Background: an optimization exercise with open tools, aiming at small area, a short achievable clock period and few clock cycles per item. Do not read the settings as production practice.
In this exercise RTL edits were held to simulation tests only and were not proved equivalent to the original.
No activity file was given, so power comes from the tool's default toggle rates.

## run 1
Design ALU, start of the top module:
module ALU #(
    parameter WIDTH = 32
)(
    input [WIDTH-1:0] num_1,
    input [WIDTH-1:0] num_2,
    input [WIDTH-1:0] sub_reg_input,
    input [3:0] opcode,
    input clk,
    output reg [WIDTH-1:0] result,
    output reg [WIDTH-1:0] sub_reg_result,
    output reg done,
    output reg [3:0] flag  
);
Settings: LEC_CHECK=0, ABC_AREA=1, CAP_MARGIN=20, CORE_MARGIN=2, CORE_UTILIZATION=40, PLACE_DENSITY=0.6, SLEW_MARGIN=20; clock period 10.0 ns.
run.sh (not shown) runs the stock make flow with config.mk's settings and CLKGATE_MAP_FILE= SYNTH_SCRIPT=/design/flow/synth_recipe.tcl, a recipe that flattens the netlist after the stock synthesis.
Per the final summary, run 1 finished and its layout is clean on timing, DRC and antenna.
Testbench counts of run 1, summed over its fixed seeds: cycles 9,075, items 4,800.
The following lists how run 2 was set up differently from run 1:
==> flow/flow/run.sh (new file) <==
#!/bin/bash
set -euo pipefail
export BUFFER_PORTS_ARGS="-buffer_cell sky130_fd_sc_hd__buf_2"
bash standard.sh > flow.log 2>&1
==> flow/standard.sh (new file) <==
#!/bin/bash
# synth_recipe.tcl (not shown) runs the flow's synth.tcl, then flattens the netlist and writes it again
# the make line also repeats each setting of config.mk as NAME=value (left out here)
make -C /OpenROAD-flow-scripts/flow DESIGN_CONFIG=/design/flow/config.mk WORK_HOME=/design/flow/orfs CLKGATE_MAP_FILE= SYNTH_SCRIPT=/design/flow/synth_recipe.tcl "${@:-finish}"
removed: flow/run.sh
[summary]
Run 2 against run 1: number of antenna violations at the first check in global routing now smaller, power density relative to cell area saw an increase. Routed wire length shrinks slightly when moving from run 1 to run 2. Looking at combinational share of power across run 1 and run 2, the one that comes out lower is run 1. Run 2 against run 1: number of cells in the finished layout apart from fillers fell about 0.56%; setup slack rose 0.38 ns; clock group power fell 4.2%.

---

## epsilon
ALU, a different RTL version from the one above (not shown whole).
For scale: roughly 4600 cells after synthesis, roughly 110 flip-flops, about 170 I/O pins, roughly 30000 um2 of cells after synthesis.
export LEC_CHECK = 0
export ABC_AREA = 1
export CAP_MARGIN = 20
export CORE_MARGIN = 2
export CORE_UTILIZATION = 40
export PLACE_DENSITY = 0.6
export SETUP_SLACK_MARGIN = 3.2
export SLEW_MARGIN = 20
create_clock -name core_clock -period 10.0 [get_ports {clk}]
standard.sh (not shown) runs the stock make flow with config.mk's settings and CLKGATE_MAP_FILE= SYNTH_SCRIPT=/design/flow/synth_recipe.tcl, a recipe that flattens the netlist after the stock synthesis.
==> flow/flow/run.sh <==
#!/bin/bash
set -euo pipefail
export BUFFER_PORTS_ARGS="-buffer_cell sky130_fd_sc_hd__buf_2"
bash standard.sh > flow.log 2>&1
Testbench counts of epsilon, summed over its fixed seeds: cycles 8,810, items 4,800.
The inputs of beta differ from those of epsilon as listed below.
diff --git a/flow/config.mk b/flow/config.mk
--- a/flow/config.mk
+++ b/flow/config.mk
@@ -11,4 +11,4 @@
 export CORE_UTILIZATION = 40
 export PLACE_DENSITY = 0.6
-export SETUP_SLACK_MARGIN = 3.2
+export SETUP_SLACK_MARGIN = 3.0
 export SLEW_MARGIN = 20
beta closes out successfully: all stages finished, all timing, DRC and antenna checks passed. [compare] base=epsilon new=beta: peak clock frequency supported by timing now smaller, final standard cell area without fillers now sits lower, worst-case hold slack neither gained nor lost much. epsilon and beta ended up with nearly the same part of the power in combinational logic. epsilon → beta: utilization after layout -1.0 points, total number of cells along the worst setup path -2, inverter count of the layout excluding clock inverters ~0 delta, final cell count -about 0.8%. Per the comparison of beta with epsilon, sequential share of layout area was more or less identical; total power divided by cell area went up by about 1.2%.

---

== v49 ==
ALU, a different RTL version from the one above (not shown whole).
For scale: ~4,600 cells after synthesis, roughly 110 flip-flops, about 0.030 mm^2 of cells after synthesis.
export LEC_CHECK = 0
export ABC_AREA = 1
export CAP_MARGIN = 20
export CORE_MARGIN = 2
export CORE_UTILIZATION = 55
export PLACE_DENSITY = 0.7
export SETUP_SLACK_MARGIN = 3.2
export SLEW_MARGIN = 20
create_clock -name core_clock -period 10.0 [get_ports {clk}]
Scripts as last shown in full above: flow/flow/run.sh
Testbench counts of v49, summed over its fixed seeds: cycles 8,810, items 4,800.
The following lists how v30 was set up differently from v49:
-- flow/config.mk --
<<< v49, line 10
export CORE_MARGIN = 2
export CORE_UTILIZATION = 55
export PLACE_DENSITY = 0.7
export SETUP_SLACK_MARGIN = 3.2
export SLEW_MARGIN = 20
>>> v30, line 10
export CORE_MARGIN = 2
export CORE_UTILIZATION = 40
export PLACE_DENSITY = 0.6
export SETUP_SLACK_MARGIN = 3.0
export SLEW_MARGIN = 20
Results
v30 -> v49: post-synthesis adder-cell area fraction delta 0, exact match
Row final instance area: v30 lower / v49 higher
Post-CTS clock slew at the launch and capture registers of the worst setup and hold paths: v49 vs v30, no meaningful difference
v30 vs v49 on clock share of power: v30 is the higher one.
Total detailed-routing wirelength for v30: about 3.2% up relative to v49
Edits applied to the flow inputs when going from v30 to v29:
-- flow/config.mk --
<<< v30, line 10
export CORE_MARGIN = 2
export CORE_UTILIZATION = 40
export PLACE_DENSITY = 0.6
export SETUP_SLACK_MARGIN = 3.0
>>> v29, line 10
export CORE_MARGIN = 2
export CORE_UTILIZATION = 70
export PLACE_DENSITY = 0.85
export SETUP_SLACK_MARGIN = 3.0
## What came out
- Looking at path type of the worst setup path, the reg -> out result is from v29; the in -> out one comes from v30.
- Summary of v29 over v30: amount of wire on met3 after detailed routing picked up an extra 57%; clock-buffer cell count picked up an extra 1; via count normalized by instance count picked up an extra 0.88; clock group share of total power lost 0.3 points; cell count after synthesis neither gained nor lost much.
- Latest clock arrival within the worst-skew pair essentially unchanged between v30 and v29.

what the ideal ports hide:
Ports are ideal in the flow. The routed layouts listed here were re-timed in OpenROAD.
Step 1 sets driving cells, clkbuf_16 on the clock port and buf_2 on the other inputs (assumed; they add their load-dependent delay and slew).
Step 2 moves the port delays by t, midway between the first and last clock arrival at a register: inputs arrive t later, outputs are due t later. That takes back most of the time a late clock gives input paths.
Three values: ideal, step 1, step 2; two values: the first two.
run	shift t [ns]	setup slack, ns	worst hold slack (ns)	slew at the worst register clock pin (ns)	pins driven straight from the clock port
run 1	0.517	0.547 / 0.462 / 0.462	0.607 / 0.607 / 0.607	0.07 / 0.07	1
run 2	0.518	0.923 / 0.860 / 1.029	0.626 / 0.626 / 0.626	0.08 / 0.08	1
epsilon	0.451	3.143 / 3.014 / 2.885	0.617 / 0.617 / 0.617	0.10 / 0.10	1
beta	0.457	3.082 / 2.909 / 2.798	0.615 / 0.615 / 0.615	0.10 / 0.10	1
v49	0.452	3.156 / 2.962 / 2.936	0.575 / 0.575 / 0.575	0.10 / 0.10	1
v30	0.464	2.959 / 2.820 / 2.790	0.607 / 0.607 / 0.607	0.09 / 0.09	1
v29	0.448	2.955 / 2.823 / 2.664	0.557 / 0.557 / 0.557	0.10 / 0.10	1
After both steps setup and hold are still met in every run listed. The setup slack of v29, which loses most, moves by -0.132 ns with the drivers and by -0.291 ns with both steps.
